Context: an optimization exercise on an open-source flow, tuned for small area. The choices shown serve that exercise and are no tape-out recipe.
Function was not checked in any run shown here: the RTL went through the layout flow alone.
No activity file was given, so power comes from the tool's default toggle rates.

$ cat flow/design.v
`timescale 1ns / 1ps
module ad7621(
    input sys_clk,
    input sys_rst,
    input [15:0] FPGA_OFFSETVALUE,
    input [15:0] FPGA_MAXSATVALUE,
    input ad7621_restart,
    input ad7621_start,
    input ad7621_busy,
    input [15:0] ad7621_di,
    output reg ad7621_convst,
    output wire [15:0] ad7621_fifo_do,
    output reg ad7621_flag_fifo_do
    );
    reg [2:0] busy_s;
    always @ (posedge sys_clk)
        busy_s <= {busy_s[1:0], ad7621_busy};
    wire busy_fall = busy_s[2] & ~busy_s[1];
    reg [11:0] cnt_rd_pixel;
    always @ (posedge sys_clk)
    begin
        if (sys_rst || ad7621_restart) cnt_rd_pixel <= 12'd0;
        else if (ad7621_start) cnt_rd_pixel <= cnt_rd_pixel + 12'd1;
    end
    reg [15:0] r_dat_temp;
    reg start;
    wire in_window = (cnt_rd_pixel >= 12'd34) && (cnt_rd_pixel <= 12'd2081);
    always @ (posedge sys_clk)
    begin
        if (sys_rst || ad7621_restart)
        begin
            r_dat_temp <= 16'd0;
            start <= 1'b0;
        end
        else begin
            start <= busy_fall & in_window;
            if (busy_fall & in_window) r_dat_temp <= ad7621_di - FPGA_OFFSETVALUE;
        end
    end
    wire [9:0] y = FPGA_MAXSATVALUE[15:6];
    reg busy;
    reg [3:0] iter;
    reg [9:0] y1;
    reg [10:0] ac;
    reg [19:0] acc;
    reg sat;
    wire qbit = (ac >= {1'b0, y1});
    wire [10:0] ac_sub = qbit ? (ac - {1'b0, y1}) : ac;
    wire [10:0] ac_next = {ac_sub[9:0], (iter <= 4'd8)};
    wire [21:0] acc_sum = {1'b0, acc, 1'b0} + (qbit ? {6'd0, r_dat_temp} : 22'd0);
    wire done = busy & (iter == 4'd13);
    always @ (posedge sys_clk)
    begin
        if (sys_rst) begin
            busy <= 1'b0;
            ad7621_flag_fifo_do <= 1'b0;
        end
        else begin
            ad7621_flag_fifo_do <= done & ~start;
            if (start) begin
                iter <= 4'd0;
                busy <= (y[9:4] != 6'd0);
                y1 <= y;
                ac <= 11'd1;
                acc <= 20'd0;
                sat <= 1'b0;
            end
            else if (busy) begin
                if (done) busy <= 1'b0;
                iter <= iter + 4'd1;
                ac <= ac_next;
                if (ad7621_restart & ~done) begin
                    acc <= 20'd0;
                    sat <= 1'b0;
                end else begin
                    acc <= acc_sum[19:0];
                    sat <= sat | (acc_sum[21:20] != 2'd0);
                end
            end
        end
    end
    assign ad7621_fifo_do = sat ? 16'hFFFF : acc[19:4];
    reg ad7621_start_ff1;
    reg ad7621_start_ff2;
    always @ (posedge sys_clk)
    begin
        ad7621_start_ff1 <= ad7621_start;
        ad7621_start_ff2 <= ad7621_start_ff1;
    end
    always @ (posedge sys_clk)
    begin
        if (sys_rst || ad7621_restart)
            ad7621_convst <= 1'b1;
        else begin
            if (ad7621_start) ad7621_convst <= 1'b0;
            if (ad7621_start_ff2) ad7621_convst <= 1'b1;
        end
    end
endmodule
`timescale 1ns / 1ps
module fpga_spi(
    input sys_clk,
    input sys_rst,
    input clk_rise,          
    input clk_fall,          
    output reg [15:0] FPGA_COUNTBASE,     
    output reg [15:0] FPGA_STRBCOUNT,     
    output reg [15:0] FPGA_INTCLOCK,      
    output reg [15:0] FPGA_SSLOWDELAY,    
    output reg [15:0] FPGA_SSHIGHDELAY,   
    output reg [15:0] FPGA_LAMPENABLE,    
    output reg [15:0] FPGA_OFFSETVALUE,   
    output reg [15:0] FPGA_MAXSATVALUE,   
    output reg strobe_param_change,       
    input fpga_cs,
    input fpga_mosi,
    output reg fpga_miso
    );
    localparam [15:0] version = 16'd1;
    reg [2:0] cs_s;
    always @ (posedge sys_clk)
        cs_s <= {cs_s[1:0], fpga_cs};
    wire cs_rise = cs_s[1] & ~cs_s[2];
    reg [4:0] cnt_spi;
    reg Rx_Done;
    reg [23:0] receive_data;
    always @ (posedge sys_clk)
    begin
        if (cs_rise || sys_rst)
        begin
            cnt_spi <= 5'd0;
            Rx_Done <= 1'b0;
        end
        else if (clk_rise && ~fpga_cs) begin
            cnt_spi <= cnt_spi + 5'd1;
            receive_data <= {receive_data[22:0], fpga_mosi};
            if (cnt_spi == 5'd23) Rx_Done <= 1'b1;
        end
    end
    reg wr_or_rd;
    reg [5:0] fpga_addr;
    reg [16:0] transmit_data;
    always @ (posedge sys_clk)
    begin
        if (sys_rst)
            transmit_data <= 17'd0;
        else if (cnt_spi == 5'd8)
        begin
            case (fpga_addr)
                6'h02: transmit_data <= {FPGA_COUNTBASE, 1'b0};
                6'h03: transmit_data <= {FPGA_STRBCOUNT, 1'b0};
                6'h06: transmit_data <= {FPGA_INTCLOCK, 1'b0};
                6'h0E: transmit_data <= {FPGA_SSLOWDELAY, 1'b0};
                6'h0F: transmit_data <= {FPGA_SSHIGHDELAY, 1'b0};
                6'h10: transmit_data <= {FPGA_LAMPENABLE, 1'b0};
                6'h17: transmit_data <= {FPGA_OFFSETVALUE, 1'b0};
                6'h1A: transmit_data <= {FPGA_MAXSATVALUE, 1'b0};
                default: transmit_data <= {version, 1'b0};
            endcase
        end
    end
    reg [4:0] cnt_shift_data;
    always @ (posedge sys_clk)
    begin
        if (cs_rise || sys_rst)
        begin
            wr_or_rd <= 1'b0;
            fpga_addr <= 6'd0;
        end
        else if (clk_fall)
        begin
            if (cnt_spi == 5'd8) begin
                wr_or_rd <= receive_data[0];
                fpga_addr <= receive_data[7:2];
            end
            if (cnt_spi >= 5'd8 && cnt_spi <= 5'd23)
            begin
                cnt_shift_data <= cnt_shift_data - 5'd1;
                fpga_miso <= transmit_data[cnt_shift_data];
            end
            else begin
                fpga_miso <= 1'b0;
                cnt_shift_data <= 5'd16;
            end
        end
        if (sys_rst)
        begin
            fpga_miso <= 1'b0;
            cnt_shift_data <= 5'd16;
        end
    end
    wire wr = Rx_Done & wr_or_rd;
    wire [5:0] wa = receive_data[23:18];
    wire [15:0] wd = receive_data[15:0];
    wire [7:0] we = {8{wr}} & {wa == 6'h1A, wa == 6'h17, wa == 6'h10, wa == 6'h0F,
                               wa == 6'h0E, wa == 6'h06, wa == 6'h03, wa == 6'h02};
    always @ (posedge sys_clk) if (sys_rst | we[0]) FPGA_COUNTBASE   <= sys_rst ? 16'd48000 : wd;
    always @ (posedge sys_clk) if (sys_rst | we[1]) FPGA_STRBCOUNT   <= sys_rst ? 16'd4800  : wd;
    always @ (posedge sys_clk) if (sys_rst | we[2]) FPGA_INTCLOCK    <= sys_rst ? 16'd6     : wd;
    always @ (posedge sys_clk) if (sys_rst | we[3]) FPGA_SSLOWDELAY  <= sys_rst ? 16'h0005 : wd;
    always @ (posedge sys_clk) if (sys_rst | we[4]) FPGA_SSHIGHDELAY <= sys_rst ? 16'h0001 : wd;
    always @ (posedge sys_clk) if (sys_rst | we[5]) FPGA_LAMPENABLE  <= sys_rst ? 16'h0000 : wd;
    always @ (posedge sys_clk) if (sys_rst | we[6]) FPGA_OFFSETVALUE <= sys_rst ? 16'h0000 : wd;
    always @ (posedge sys_clk) if (sys_rst | we[7]) FPGA_MAXSATVALUE <= sys_rst ? 16'h55F0 : wd;
    always @ (posedge sys_clk)
    begin
        if (sys_rst) strobe_param_change <= 1'b0;
        else strobe_param_change <= wr & (((wa == 6'h02) & (wd != FPGA_COUNTBASE)) |
                                          ((wa == 6'h03) & (wd != FPGA_STRBCOUNT)));
    end
endmodule
`timescale 1ns / 1ps
module ilx511b(
    input sys_clk,
    input sys_rst,
    input [15:0] FPGA_INTCLOCK,
    input acq_rise,                  
    output reg ilx511b_clk,
    output reg ilx511b_rog,
    output flag_adc_start,
    output reg flag_sel_clok,
    output flag_en_single_strobe
    );
    localparam [2:0] IDLE = 3'd0,
                     WAIT_CLK_TO_ROG1 = 3'd1,
                     RESET_CCD = 3'd2,
                     INTEGRATION = 3'd4,
                     LATCH_DATA = 3'd5,
                     WAIT_ROG_TO_CLK2 = 3'd6,
                     READ_SPECTRUM = 3'd7;
    reg [2:0] current_state;
    reg [2:0] next_state;
    wire en_wait1 = (next_state == WAIT_CLK_TO_ROG1);
    wire en_reset = (next_state == RESET_CCD);
    wire en_integ = (next_state == INTEGRATION);
    wire en_latch = (next_state == LATCH_DATA);
    wire en_wait2 = (next_state == WAIT_ROG_TO_CLK2);
    wire en_read  = (next_state == READ_SPECTRUM);
    wire en_delay = en_wait1 | en_reset | en_latch | en_wait2;
    localparam [15:0] CNT_0 = 16'h0001,
                      CNT_10 = 16'h0444,
                      CNT_19 = 16'h88d0,
                      CNT_299 = 16'h7c7b,
                      CNT_47700 = 16'h9078,
                      CNT_47999 = 16'hb8c5;
    reg [15:0] cnt;
    reg [15:0] cnt2;
    wire [15:0] cnt_step = {cnt[14:0], cnt[15] ^ cnt[14] ^ cnt[12] ^ cnt[3]};
    wire [16:0] cnt2_inc = cnt2 + 17'd1;
    reg read_d;          
    reg delay_done;      
    reg integ_done;
    reg flag_en_frame;
    wire f_rog1  = delay_done & en_wait1;
    wire f_integ = delay_done & en_reset;
    wire f_latch = delay_done & en_latch;
    wire f_smp   = delay_done & en_wait2;
    always @ (posedge sys_clk)
    begin
        if (sys_rst) current_state <= IDLE;
        else current_state <= next_state;
    end
    always @ (posedge sys_clk)
    begin
        if (sys_rst)
        begin
            next_state <= IDLE;
            flag_sel_clok <= 1'b0;
            flag_en_frame <= 1'b0;
        end else begin
            case (current_state)
            IDLE:
            begin
                flag_sel_clok <= 1'b0;
                flag_en_frame <= 1'b0;
                if (acq_rise) next_state <= WAIT_CLK_TO_ROG1;
            end
            WAIT_CLK_TO_ROG1:
            begin
                flag_sel_clok <= 1'b1;
                if (f_rog1) next_state <= RESET_CCD;
            end
            RESET_CCD:
                if (f_integ) next_state <= INTEGRATION;
            INTEGRATION:
            begin
                if ((cnt2_inc == {1'b0, FPGA_INTCLOCK})&&(cnt == CNT_47700)) flag_sel_clok <= 1'b1;
                if ((cnt2 == 0)&&(cnt == CNT_299)) flag_sel_clok <= 1'b0;
                if (integ_done) next_state <= LATCH_DATA;
            end
            LATCH_DATA:
                if (f_latch) next_state <= WAIT_ROG_TO_CLK2;
            WAIT_ROG_TO_CLK2:
                if (f_smp) next_state <= READ_SPECTRUM;
            READ_SPECTRUM:
                if (cnt2 == 4200      )
                begin
                    next_state <= IDLE;
                    flag_en_frame <= 1'b1;
                end
            default: next_state <= IDLE;
            endcase
        end
    end
    always @ (posedge sys_clk)
    begin
        read_d <= en_read;
        if (en_read)
        begin
            if (cnt == CNT_19)
            begin
                cnt <= CNT_0;
                if (cnt2 == 4200      ) cnt2 <= 16'd0;
                else cnt2 <= cnt2_inc[15:0];
            end
            else cnt <= cnt_step;
        end
        else if (sys_rst | delay_done | integ_done)
        begin
            cnt <= CNT_0;
            cnt2 <= 16'd0;
        end
        else if (en_delay)
        begin
            if (cnt == CNT_299) cnt <= CNT_0;
            else cnt <= cnt_step;
            cnt2 <= 16'd0;
        end
        else if (en_integ)
        begin
            if (cnt == CNT_47999)
            begin
                cnt <= CNT_0;
                cnt2 <= cnt2_inc[15:0];
            end
            else cnt <= cnt_step;
        end
        else begin
            cnt <= CNT_0;
            cnt2 <= 16'd0;
        end
    end
    always @ (posedge sys_clk)
    begin
        if (sys_rst | delay_done) delay_done <= 1'b0;
        else delay_done <= en_delay & (cnt == CNT_299);
    end
    always @ (posedge sys_clk)
    begin
        if (sys_rst | integ_done) integ_done <= 1'b0;
        else integ_done <= en_integ & (cnt2 == FPGA_INTCLOCK);
    end
    always @ (posedge sys_clk)
    begin
        if (sys_rst | flag_en_frame)
            ilx511b_rog <= 1'b1;
        else begin
            if (f_rog1 | integ_done) ilx511b_rog <= 1'b0;
            if (f_integ | f_latch) ilx511b_rog <= 1'b1;
        end
    end
    always @ (posedge sys_clk)
    begin
        if (sys_rst | flag_en_frame)
            ilx511b_clk <= 1'b1;
        if (en_read && (cnt == CNT_19) && (cnt2 != 4200      ))
            ilx511b_clk <= ~ilx511b_clk;
    end
    reg [1:0] adc_s;
    always @ (posedge sys_clk)
        adc_s <= {adc_s[0], read_d & (cnt == CNT_10) & (ilx511b_clk == 1'b0)};
    assign flag_adc_start = adc_s[1];
    assign flag_en_single_strobe = f_latch;
endmodule
`timescale 1ns / 1ps
module make_strobe(
	 input sys_clk,
	 input sys_rst,
	 input flag_en_single_strobe,
	 input param_change,            
	 input [15:0] FPGA_COUNTBASE,
	 input [15:0] FPGA_STRBCOUNT,
	 input [15:0] FPGA_SSLOWDELAY,
	 input [15:0] FPGA_SSHIGHDELAY,
	 input lamp_enable,
	 output reg single_strobe,
	 output reg cont_strobe
    );
	 reg flag_start_single_strobe;
	 reg flag_end_single_strobe;
	 reg [15:0] cnt_mk_strobe;
	 reg [4:0] cnt_mk_2MHz;
	 always @ (posedge sys_clk)
	 begin
		if (sys_rst | ~lamp_enable | flag_end_single_strobe)
		begin
			single_strobe <= 1'b1;
			cnt_mk_2MHz <= 5'd0;
			cnt_mk_strobe <= 16'd0;
			flag_start_single_strobe <= 1'b0;
			flag_end_single_strobe <= 1'b0;
		end
		else begin
			if (cnt_mk_strobe == FPGA_SSHIGHDELAY) single_strobe <= 1'b0;
			if (cnt_mk_strobe == FPGA_SSLOWDELAY)
			begin
				single_strobe <= 1'b1;
				flag_end_single_strobe <= 1'b1;
			end
			if (flag_en_single_strobe) flag_start_single_strobe <= 1'b1;
			if (flag_start_single_strobe)
			begin
				if (cnt_mk_2MHz == 5'd23)
				begin
					cnt_mk_strobe <= cnt_mk_strobe + 16'd1;
					cnt_mk_2MHz <= 5'd0;
				end else begin
					cnt_mk_2MHz <= cnt_mk_2MHz + 5'd1;
				end
			end else begin
				cnt_mk_2MHz <= 5'd0;
				cnt_mk_strobe <= 16'd0;
			end
		end
	 end
	 wire [14:0] base = FPGA_COUNTBASE[15:1];
	 reg [14:0] cnt_base;
	 reg [15:0] cnt_rep;
	 reg [27:0] lfsr;
	 reg lfsr_run;
	 reg wrapped;
	 wire base_end = (cnt_base == 15'd1);
	 wire period_end = base_end & (cnt_rep == 16'd0) & ~wrapped & (base != 15'd0);
	 always @ (posedge sys_clk)
	 begin
		if (sys_rst | ~lamp_enable | param_change | period_end)
		begin
			cnt_base <= base;
			cnt_rep <= FPGA_STRBCOUNT;
			lfsr <= 28'd1;
			lfsr_run <= 1'b0;
			wrapped <= 1'b0;
		end else begin
			if (base_end)
			begin
				cnt_base <= base;
				cnt_rep <= cnt_rep - 16'd1;
			end
			else cnt_base <= cnt_base - 15'd1;
			lfsr <= {lfsr[26:0], lfsr[27] ^ lfsr[24]};
			lfsr_run <= 1'b1;
			wrapped <= wrapped | (lfsr_run & (lfsr == 28'd1));
		end
	 end
	 always @ (posedge sys_clk)
	 begin
		if (sys_rst | ~lamp_enable | param_change)
			cont_strobe <= 1'b1;
		else if (period_end)
			cont_strobe <= ~cont_strobe;
	 end
endmodule
`timescale 1ns / 1ps
module make_22500pulse(
	 input sys_clk,
	 input sys_rst,
	 output reg clk_2_5Mhz
    );
	 reg [3:0] cnt_make_2_5Mhz;
	 always @ (posedge sys_clk)
	 begin
		if (sys_rst)
		begin
			cnt_make_2_5Mhz <= 4'd0;
			clk_2_5Mhz <= 1'b0;
		end
		else if (cnt_make_2_5Mhz == 4'd9)
		begin
			cnt_make_2_5Mhz <= 4'd0;
			clk_2_5Mhz <= ~clk_2_5Mhz;
		end
		else cnt_make_2_5Mhz <= cnt_make_2_5Mhz + 4'd1;
	 end
endmodule
`timescale 1ns / 1ps
module fifo_spi(
    input sys_clk,
    input sys_rst,
    input [15:0] fifo_data,
    input clk_rise,
    output flag_rd_fifo,
    input fifo_cs,
    output fifo_miso
    );
    reg [2:0] cs_s;
    always @ (posedge sys_clk)
        cs_s <= {cs_s[1:0], fifo_cs};
    assign flag_rd_fifo = cs_s[2] & ~cs_s[1];
    reg flag_fifo_data_ff;
    always @ (posedge sys_clk)
    begin
        if (sys_rst) flag_fifo_data_ff <= 1'b0;
        else flag_fifo_data_ff <= flag_rd_fifo;
    end
    reg [15:0] data_tranfer;
    always @ (posedge sys_clk)
    begin
        if (sys_rst) data_tranfer <= 16'd0;
        else if (clk_rise) data_tranfer <= (data_tranfer << 1'b1);
        else if (flag_fifo_data_ff) data_tranfer <= fifo_data;
    end
    assign fifo_miso = data_tranfer[15];
endmodule
`timescale 1ns / 1ps
module top_embed(
	input sys_clk,
	input xreset,
	input fifo_rset,
	input trigger,
	output reg pixel_ready,
	output single_strobe,
	output cont_strobe,
	input spi_clk,
	input spi_mosi,
	output spi_miso,
	output spi_miso_oe,
	input fpga_cs,
	input fifo_cs,
	input e2_cs,
	input adt_cs,
	output adt7301_clk,
	output adt7301_cs,
	output eeprom_clk,
	output eeprom_cs,
	output ilx511b_clk,
	output ilx511b_rog,
	output ilx511b_shsw,
	input ad7621_busy,
	input [15:0] ad7621_di,
	output ad7621_convst,
	output fifo_rst,
	output [15:0] fifo_din,
	output fifo_wr_en,
	output fifo_rd_en,
	input [15:0] fifo_dout,
	input fifo_full,
	input fifo_empty,
	input [10:0] fifo_data_count
    );
	reg [2:0] sclk_s;
	reg [2:0] acq_s;
	always @ (posedge sys_clk)
	begin
		sclk_s <= {sclk_s[1:0], spi_clk};
		acq_s <= {acq_s[1:0], fifo_rset | trigger};
	end
	wire sclk_rise = sclk_s[1] & ~sclk_s[2];
	wire sclk_fall = sclk_s[2] & ~sclk_s[1];
	wire acq_rise = acq_s[1] & ~acq_s[2];
	wire fpga_miso;
	wire fifo_miso;
	assign spi_miso = (fifo_cs == 1'b0) ? fifo_miso : (fpga_cs == 1'b0) ? fpga_miso : 1'b0;
	assign spi_miso_oe = e2_cs & adt_cs;
	assign eeprom_clk = spi_clk;
	assign eeprom_cs = e2_cs;
	assign adt7301_clk = spi_clk;
	assign adt7301_cs = adt_cs;
	wire [15:0] FPGA_COUNTBASE;
	wire [15:0] FPGA_STRBCOUNT;
	wire [15:0] FPGA_INTCLOCK;
	wire [15:0] FPGA_SSLOWDELAY;
	wire [15:0] FPGA_SSHIGHDELAY;
	wire [15:0] FPGA_LAMPENABLE;
	wire [15:0] FPGA_OFFSETVALUE;
	wire [15:0] FPGA_MAXSATVALUE;
	wire strobe_param_change;
	fpga_spi fpga_spi_instance (
	.sys_clk(sys_clk),
	.sys_rst(xreset),
	.clk_rise(sclk_rise),
	.clk_fall(sclk_fall),
	.FPGA_COUNTBASE(FPGA_COUNTBASE),
	.FPGA_STRBCOUNT(FPGA_STRBCOUNT),
	.FPGA_INTCLOCK(FPGA_INTCLOCK),
	.FPGA_SSLOWDELAY(FPGA_SSLOWDELAY),
	.FPGA_SSHIGHDELAY(FPGA_SSHIGHDELAY),
	.FPGA_LAMPENABLE(FPGA_LAMPENABLE),
	.FPGA_OFFSETVALUE(FPGA_OFFSETVALUE),
	.FPGA_MAXSATVALUE(FPGA_MAXSATVALUE),
	.strobe_param_change(strobe_param_change),
	.fpga_cs(fpga_cs),
	.fpga_mosi(spi_mosi),
	.fpga_miso(fpga_miso)
	);
	wire flag_adc_start;
	wire ilx511b_clk_ff;
	wire ilx511b_rog_ff;
	wire flag_sel_clok;
	wire flag_en_single_strobe;
	ilx511b ilx_instance (
	.sys_clk(sys_clk),
	.sys_rst(xreset),
	.FPGA_INTCLOCK(FPGA_INTCLOCK),
	.acq_rise(acq_rise),
	.ilx511b_clk(ilx511b_clk_ff),
	.ilx511b_rog(ilx511b_rog_ff),
	.flag_adc_start(flag_adc_start),
	.flag_sel_clok(flag_sel_clok),
	.flag_en_single_strobe(flag_en_single_strobe)
	);
	make_strobe mk_strobe_instance (
	.sys_clk(sys_clk),
	.sys_rst(xreset),
	.flag_en_single_strobe(flag_en_single_strobe),
	.param_change(strobe_param_change),
	.FPGA_COUNTBASE(FPGA_COUNTBASE),
	.FPGA_STRBCOUNT(FPGA_STRBCOUNT),
	.FPGA_SSLOWDELAY(FPGA_SSLOWDELAY),
	.FPGA_SSHIGHDELAY(FPGA_SSHIGHDELAY),
	.lamp_enable(FPGA_LAMPENABLE[0]),
	.single_strobe(single_strobe),
	.cont_strobe(cont_strobe)
	);
	wire clk_2_5Mhz;
	make_22500pulse make_pulse_instance (
	.sys_clk(sys_clk),
	.sys_rst(xreset),
	.clk_2_5Mhz(clk_2_5Mhz)
	);
	assign ilx511b_clk = (flag_sel_clok == 1'b1) ? ~ilx511b_clk_ff : ~clk_2_5Mhz;
	assign ilx511b_rog = ~ilx511b_rog_ff;
	assign ilx511b_shsw = 1'b0;
	wire ad7621_flag_fifo_do;
	ad7621 ad7621_instance (
	.sys_clk(sys_clk),
	.sys_rst(xreset),
	.FPGA_OFFSETVALUE(FPGA_OFFSETVALUE),
	.FPGA_MAXSATVALUE(FPGA_MAXSATVALUE),
	.ad7621_restart(acq_rise),
	.ad7621_start(flag_adc_start),
	.ad7621_busy(ad7621_busy),
	.ad7621_di(ad7621_di),
	.ad7621_convst(ad7621_convst),
	.ad7621_fifo_do(fifo_din),
	.ad7621_flag_fifo_do(ad7621_flag_fifo_do)
	);
	wire flag_rd_fifo;
	assign fifo_rst = xreset | acq_rise;
	assign fifo_wr_en = ad7621_flag_fifo_do & ~fifo_full;
	assign fifo_rd_en = flag_rd_fifo & ~fifo_empty;
	always @ (posedge sys_clk)
		pixel_ready <= |fifo_data_count;
	fifo_spi fifo_spi_instance (
	.sys_clk(sys_clk),
	.sys_rst(xreset),
	.fifo_data(fifo_dout),
	.clk_rise(sclk_rise),
	.flag_rd_fifo(flag_rd_fifo),
	.fifo_cs(fifo_cs),
	.fifo_miso(fifo_miso)
	);
endmodule
$ cat flow/flow/run.sh
#!/bin/bash
export BUFFER_PORTS_ARGS="-buffer_cell sky130_fd_sc_hd__buf_1"
export CTS_ARGS="-sink_clustering_enable -repair_clock_nets -dont_use_dummy_load -buf_list sky130_fd_sc_hd__clkbuf_4 -sink_clustering_size 8 -sink_clustering_max_diameter 40"
bash standard.sh > standard_flow.log 2>&1
$ cat flow/standard.sh
#!/bin/bash
# synth_recipe.tcl (not shown) runs the flow's synth.tcl, then flattens the netlist and writes it again
# the make line also repeats each setting of config.mk as NAME=value (left out here)
make -C /OpenROAD-flow-scripts/flow DESIGN_CONFIG=/design/flow/config.mk WORK_HOME=/design/flow/orfs CLKGATE_MAP_FILE= SYNTH_SCRIPT=/design/flow/synth_recipe.tcl "${@:-finish}"
$ cat flow/config.mk
export PLATFORM = sky130hd
export DESIGN_NAME = top_embed
export DESIGN_NICKNAME = top_embed
export VERILOG_FILES = /design/flow/design.v
export SDC_FILE = /design/flow/constraint.sdc
export NUM_CORES = 4
export LEC_CHECK = 0
export CAP_MARGIN = 20
export CORE_MARGIN = 2
export CORE_UTILIZATION = 40
export SLEW_MARGIN = 20
$ cat flow/constraint.sdc
create_clock -name core_clock -period 20.0 [get_ports {sys_clk}]
set_input_delay 4.0000 -clock core_clock [delete_from_list [all_inputs] [get_ports {sys_clk}]]
set_output_delay 4.0000 -clock core_clock [all_outputs]
set_load 0.01 [all_outputs]
==> results by group, run 1 <==
STA
  • Setup Total Neg Slack: 0 ns
  • Final Max Slew Viols: 0
  • Final Cycle Share: 46.7%
  • Post-route minimum period: 9.33 ns
  • Slew HR: 34.9%
  • Worst hold slack: 0.317 ns
  • Worst-Margin Slew: 0.975 ns
  • Final Hold Viols: 0
  • Unrepaired setup endpoints after global routing: no
  • Worst clock skew: 0.102 ns
  • Fmax: 0.107 GHz
  • Final setup violation count: 0

Worst setup path
  • Critical path capture point type: output port
  • Setup crit start: xreset
  • Setup CP Type: input port to output port
  • Max Fanout on Critical Path: 25
  • Crit start category: input port
  • Critical Path RT: 16.00 ns
  • Worst EP arrival: 5.33 ns
  • Worst reg2reg setup slack: 15.22 ns
  • Worst reg2reg startpoint: ad7621_instance.y1[1]

Route
  • Routed wire length: 50800 um
  • Vias per cell: 5.44
  • Total number of vias: 14900
  • Pre-Repair DR Iteration Count: 5
  • Antenna-violating nets left: 0
  • DR WL/cell: 18.5 um
  • 1st-iter DRT viols: 1337
  • DRC: 0

CTS
  • CTS tree: built
  • Clock root buffer: clkbuf_4
  • CTS buffer count: 76
  • H-tree depth: 3
  • Max Root-Sink Buffers: 3
  • Hold_buf cts: 0
  • Clk slew on worst S/H paths: 0.09 ns
  • Clock latency on the worst-skew pair: 0.83 ns
  • Clk sink count: 439
  • Post-cts resize count: 0
  • Setup bufs post-CTS: 0

Pwr
  • Sequential power share: 63.9%
  • Peak supply drop: 43.3 uV
  • Switching power: 0.377 mW
  • Leakage: 7.97 nW
  • Comb pwr share: 5.6%
  • Sw Ratio: 24.2%
  • Clk network pwr share: 30.4%
  • Internal: 1.18 mW
  • Cell Pwr Density: 69.3 mW/mm^2

Synth
  • Top FF cell, synth: edfxtp_1
  • Post-Syn Area: 0.0209 mm^2
  • Gate Count Post-Synth: 1964
  • EDFF count, synth: 231
  • Synth unique cells: 75
  • Seq cells post-synth: 439
  • Yosys warnings: 7
  • Syn_nets: 2085
  • Mean post-synth cell area: 10.6 um^2
  • Register area share after synthesis: 53.2%
  • FFs w/ async S/R, synth: 0%

Hold path
  • Hold path start: fifo_spi_instance.cs_s[0]
  • Hold Path Class: flip-flop to flip-flop

Placed design
  • DP Cell Count: 2669
  • Placer Congestion: 0.885
  • IO buf count: 86
  • Cell Area, Placed: 0.0219 mm^2
  • HPWL Detailed: 36400 um

Cells and area
  • Max FFs per register: 28
  • Share of cells above drive strength 1: 7.84%
  • Largest reg by FF count: mk_strobe_instance.lfsr
  • P&R area growth vs syn: 7.80%
  • Final cell count without fillers: 2748
  • Largest registers: mk_strobe_instance.lfsr (28), fpga_spi_instance.receive_data (24), ad7621_instance.acc (20)
  • Nets: 2189
  • Finished Cell Area: 0.0225 mm^2

Die
  • Std-Cell Rows: 83
  • Die area: 0.0540 mm^2
  • Core Footprint: 0.0514 mm^2
  • Die width: 232 um
  • I/O pin total: 88
  • Die Y: 232 um
  • Starting density of the core: 40.6%

Global routing
  • Initial antenna violation count: 1
  • GRT Total Usage: 18.8%
  • Largest net degree at the start of global routing: 65
  • Vias in the first global route: 14400
  • First-pass GRT wire length: 79400 um
  • Total grt overflow: 0

Outcome
  • Status: no timing/DRC/antenna violations

Flow run
  • Maxcap violations: 0
## synth_stat cells, types with 14 or more instances
master / number / share of area, %
nor4_1: 43 / 1.3
nor2_1: 189 / 3.4
and3_1: 15 / 0.45
a31oi_1: 15 / 0.45
a21o_1: 14 / 0.50
nand3_1: 41 / 0.98
a21oi_1: 58 / 1.4
mux2i_1: 46 / 2.2
ha_1: 62 / 3.7
o21ai_0: 63 / 1.5
xor2_1: 105 / 4.4
clkbuf_1: 58 / 1.0
nand4_1: 33 / 0.99
a41o_1: 19 / 0.91
dfxtp_1: 208 / 20
inv_1: 70 / 1.3
nor3_1: 49 / 1.2
nand2_1: 128 / 2.3
or2_2: 33 / 0.99
nand2b_1: 20 / 0.60
edfxtp_1: 231 / 33
and2_1: 52 / 1.6
a22oi_1: 65 / 2.3
nor2b_1: 72 / 2.2
xnor2_1: 80 / 3.4
a211oi_1: 30 / 1.1
## stage by stage
step	setup slack [ns]	utilization [%]	total power, mW
final	10.67	43.7	1.56
after detailed placement	10.65	42.6	1.10
after CTS	10.66	43.7	1.58
after global placement	10.70	42.6	1.10
after floorplan	11.44	-	1.07
after global routing	10.56	43.7	1.62
## per-layer routing
layer,vias to the layer above,share of wire (%),track usage [%]
met5,-,0,0
met4,0,2.8,7.27
met3,109,6.7,3.38
met2,469,46,30.4
met1,7108,44,24.8
li1,7262,-,-
## cells in the final DEF (no fill, tap or decap), types with 30 or more instances in the layout
cell type	Yosys	final
nand4_1	33	33
clkbuf_4	0	77
xor2_1	105	105
dfxtp_1	208	208
a211oi_1	30	30
nor3_1	49	47
nor4_1	43	39
nand3_1	41	41
nand2_1	128	128
edfxtp_1	231	231
nor2_1	189	188
inv_1	70	70
and2_1	52	52
or2_2	33	33
buf_1	5	85
mux2i_1	46	46
a22oi_1	65	65
o21ai_0	63	63
xnor2_1	80	80
nor2b_1	72	72
ha_1	62	62
a21oi_1	58	58
## power by group through the flow
stage	Sequential (mW)	Combinational [mW]	Clock, mW
2_1_floorplan	1.00	0.0674	0
3_3_place_gp	1.02	0.0859	0
3_5_place_dp	1.02	0.0878	0
4_1_cts	0.996	0.0881	0.493
5_1_grt	0.999	0.0984	0.526
6_report	0.996	0.0878	0.474
## cell type report
type                       instances  area, um^2
multi-input combinational       1369        9160
inverter                          72         273
timing repair buffer             110         527
tap                              680         851
antenna                            2        5.00
fill                            4852       28900
clock buffer                      76         571
sequential                       439       11100
## final timing paths
path	to	depth (start not counted)
max	fifo_rst	5
min reg2reg	fifo_spi_instance.cs_s[1]	0
min	fifo_spi_instance.cs_s[1]	0
max reg2reg	ad7621_instance.acc[19]	18
## cell families after synthesis
| family | synth area share, % |
|---|---|
| simple gates | 18.7 |
| mux | 2.75 |
| buf+inv | 3.12 |
| compound gates | 10.4 |
| fa+ha+maj | 4.01 |
| other cells | 0.0180 |
| flops | 53.2 |
| xor+xnor | 7.77 |
## critical path: stages
cell	delay (ns)
clkbuf_4	0.15
nor2_1	0.56
clkinv_1	0.19
buf_4	0.26
buf_1	0.16
==> inputs of run 2 (changes only) <==
==> flow/flow/run.sh (replaced) <==
#!/bin/bash
export BUFFER_PORTS_ARGS="-buffer_cell sky130_fd_sc_hd__buf_1"
export CTS_ARGS="-sink_clustering_enable -repair_clock_nets -dont_use_dummy_load -buf_list sky130_fd_sc_hd__clkbuf_8 -sink_clustering_size 16 -sink_clustering_max_diameter 60"
bash standard.sh > standard_flow.log 2>&1
==> results by group, run 2 <==
Synth
  • Main combinational cell family by area after synthesis: simple AND/OR/NAND/NOR gates
  • Post-synth top area share: 33.3% (unchanged)
  • Mean post-synth cell area: 10.6 um^2 (unchanged)
  • Synth area leader: edfxtp_1
  • Post-synthesis compound-gate area fraction: 10.4% (unchanged)
  • Most numerous cell in the Yosys netlist: edfxtp_1
  • Post-synth top cells: edfxtp_1, dfxtp_1, nor2_1
  • Yosys warnings: 7 (unchanged)
  • Synth Area in XOR/XNOR: 7.77% (unchanged)
  • Post-Synth Simple-Gate Area: 18.7% (unchanged)
  • Post-Syn Area: 0.0209 mm^2 (unchanged)
  • Syn_nets: 2085 (unchanged)
  • Top cells by area, synth: edfxtp_1, dfxtp_1, xor2_1
  • Seq cells post-synth: 439 (unchanged)
  • Gate Count Post-Synth: 1964 (unchanged)
  • Adder-cell share of the synthesized area: 4.01% (unchanged)
  • EDFF count, synth: 231 (unchanged)
  • Top FF cell, synth: edfxtp_1
  • Synth unique cells: 75 (unchanged)
  • Mux cell area share after synthesis: 2.75% (unchanged)
  • FFs w/ async S/R, synth: 0% (unchanged)
  • Register area share after synthesis: 53.2% (unchanged)

Cells and area
  • FILL cells: 4823 (-0.60%)
  • # diodes: 0 (-2)
  • Share of cells above drive strength 1: 6.30% (-1.5 points)
  • Leading cell type in the layout, fill and taps excluded: edfxtp_1
  • Finished Cell Area: 0.0225 mm^2 (about the same)
  • P&R area growth vs syn: 7.82% (about the same)
  • Max FFs per register: 28 (unchanged)
  • Largest reg by FF count: mk_strobe_instance.lfsr
  • Commonest cells after routing, fill and taps aside: edfxtp_1, dfxtp_1, nor2_1, nand2_1, xor2_1
  • Nets: 2155 (-1.6%)
  • Final cell count without fillers: 2712 (-1.3%)
  • Largest registers: mk_strobe_instance.lfsr (28), fpga_spi_instance.receive_data (24), ad7621_instance.acc (20)

Pwr
  • Sequential power share: 63.9% (about the same)
  • Cell Pwr Density: 69.3 mW/mm^2 (about the same)
  • Clk network pwr share: 30.4% (about the same)
  • Leakage: 7.92 nW (-0.60%)
  • Internal: 1.19 mW (+1.1%)
  • Sw Ratio: 23.4% (-0.83 points)
  • Switching power: 0.364 mW (-3.4%)
  • Comb pwr share: 5.6% (about the same)
  • Peak supply drop: 53.5 uV (+24%)

STA
  • Unrepaired setup endpoints after global routing: no
  • Final Hold Viols: 0 (unchanged)
  • Worst clock skew: 0.0717 ns (-0.0301 ns)
  • Post-route minimum period: 9.34 ns (+0.00400 ns)
  • Setup Total Neg Slack: 0 ns (unchanged)
  • Fmax: 0.107 GHz (about the same)
  • Final Cycle Share: 46.7% (about the same)
  • Final setup violation count: 0 (unchanged)
  • Worst-Margin Slew: 0.971 ns (-0.00411 ns)
  • Final Max Slew Viols: 0 (unchanged)
  • Slew HR: 35.1% (+0.27 points)

Placed design
  • HPWL Detailed: 36400 um (unchanged)
  • Cell Area, Placed: 0.0219 mm^2 (unchanged)
  • DP Cell Count: 2669 (unchanged)
  • IO buf count: 86 (unchanged)
  • Placer Congestion: 0.885 (unchanged)

Global routing
  • GRT Total Usage: 18.5% (-0.24 points)
  • Total grt overflow: 0 (unchanged)
  • Largest net degree at the start of global routing: 65 (unchanged)
  • First-pass GRT wire length: 78900 um (-0.74%)
  • Vias in the first global route: 14200 (-2.0%)
  • Initial antenna violation count: 0 (-1)

Worst setup path
  • Max Fanout on Critical Path: 25 (unchanged)
  • Worst reg2reg startpoint: ad7621_instance.y1[1]
  • Setup crit start: xreset
  • Setup CP Type: input port to output port
  • R2r worst-path depth: 18 (unchanged)
  • Critical path capture point type: output port
  • Critical Path RT: 16.00 ns (about the same)
  • Worst EP arrival: 5.34 ns (about the same)
  • Crit start category: input port

Die
  • I/O pin total: 88 (unchanged)
  • Std-Cell Rows: 83 (unchanged)
  • Starting density of the core: 40.6% (unchanged)
  • Die width: 232 um (unchanged)
  • Core Footprint: 0.0514 mm^2 (unchanged)
  • Die area: 0.0540 mm^2 (unchanged)
  • Die Y: 232 um (unchanged)

Hold path
  • Hold path start: ilx_instance.adc_s[0]
  • Worst Hold Depth: 0 (unchanged)
  • Hold Path Class: flip-flop to flip-flop

Route
  • 1st-iter DRT viols: 1227 (-8.2%)
  • DRC: 0 (unchanged)
  • Antenna-violating nets left: 0 (unchanged)
  • Routed wire length: 50400 um (-0.73%)
  • Total number of vias: 14800 (-1.2%)
  • Vias per cell: 5.45 (+0.15%)
  • DR WL/cell: 18.6 um (+0.58%)
  • Pre-Repair DR Iteration Count: 8 (+3)

CTS
  • Clk sink count: 439 (unchanged)
  • Hold_buf cts: 0 (unchanged)
  • Clk slew on worst S/H paths: 0.10 ns (about the same)
  • Clock latency on the worst-skew pair: 0.63 ns (-0.20 ns)
  • Post-cts resize count: 0 (unchanged)
  • CTS tree: built
  • Clock root buffer: clkbuf_8
  • CTS buffer count: 42 (-45%)
  • Max Root-Sink Buffers: 3 (unchanged)
  • Setup bufs post-CTS: 0 (unchanged)
  • H-tree depth: 2 (-1)

Flow run
  • Maxcap violations: 0 (unchanged)

Outcome
  • Status: no timing/DRC/antenna violations
==> run 2: cell counts after synthesis <==
No cell type changed its count.
==> run 2: critical path: stages <==
cell and delay (ns):
clkbuf_4 0.15, nor2_1 0.56, clkinv_1 0.19, buf_4 0.26, buf_1 0.16
==> run 2: worst paths after layout <==
kind | to | slack (ns)
worst min-delay path | ilx_instance.adc_s[1] | 0.30
worst max register to register | ad7621_instance.acc[19] | 15.21
worst min register to register | ilx_instance.adc_s[1] | 0.30
worst max-delay path | fifo_rst | 10.66
==> run 2: through the flow <==
| stage | hold WS, ns | setup slack, ns | power, mW | utilization [%] |
|---|---|---|---|---|
| 4_1_cts | 0.312 | 10.66 | 1.58 | 43.7 |
| 2_1_floorplan | 0.310 | 11.44 | 1.07 | - |
| 6_report | 0.305 | 10.66 | 1.56 | 43.8 |
| 3_3_place_gp | 0.312 | 10.70 | 1.10 | 42.6 |
| 3_5_place_dp | 0.315 | 10.65 | 1.10 | 42.6 |
| 5_1_grt | 0.316 | 10.57 | 1.62 | 43.8 |
==> run 2: power by group through the flow <==
stage               clock network [mW]  registers [mW]  logic, mW
floorplan                            0            1.00     0.0674
global placement                     0            1.02     0.0859
detailed placement                   0            1.02     0.0878
CTS                              0.493           0.996     0.0881
global route                     0.523           0.999     0.0984
finish                           0.474           0.996     0.0878
==> run 2: logic make-up after synthesis <==
group | Yosys count
and+or+nand+nor | 743
DFF | 439
AOI/OAI and AO/OA | 322
xor gates and xnor gates | 185
buffers and inverters | 156
adders and majority gates | 65
muxes | 53
other | 1
==> run 2: cell type report <==
| class | count | area (um^2) | share of cell area (%) |
|---|---|---|---|
| clock buffers | 42 | 578 | 2.57 |
| inverters | 72 | 273 | 1.21 |
| flip-flops and latches | 439 | 11100 | 49.4 |
| well taps | 680 | 851 | 3.78 |
| repair buffers | 110 | 527 | 2.34 |
| multi-input cells | 1369 | 9160 | 40.7 |
==> run 2: routing by layer <==
| layer | GRT usage [%] | routed length [um] |
|---|---|---|
| met1 | 25.0 | 22300 |
| met2 | 30.3 | 23500 |
| met3 | 2.86 | 3140 |
| met4 | 6.11 | 1410 |
| met5 | 0 | 0 |

## afterwards: timing with drivers on the ports
No port has a modelled driver above. Below, the same layouts with a new extraction and two added sets of constraints.
Step 1 sets driving cells, clkbuf_16 on the clock port and buf_2 on the other inputs (assumed; they add their load-dependent delay and slew).
Step 2 moves the port delays by t, midway between the first and last clock arrival at a register: inputs arrive t later, outputs are due t later. That takes back most of the time a late clock gives input paths.
Slacks: ideal ports / drivers / drivers and shift; pairs: ideal ports / drivers.
| run | t (ns) | slack for setup (ns) | worst data-port slew with drivers (ns) |
|---|---|---|---|
| run 1 | 0.828 | 10.667 / 10.643 / 10.643 | 0.07 |
| run 2 | 0.650 | 10.663 / 10.638 / 10.638 | 0.07 |
After both steps setup and hold are still met in every run listed. The setup slack of run 2, which loses most, moves by -0.025 ns with the drivers and by -0.025 ns with both steps.
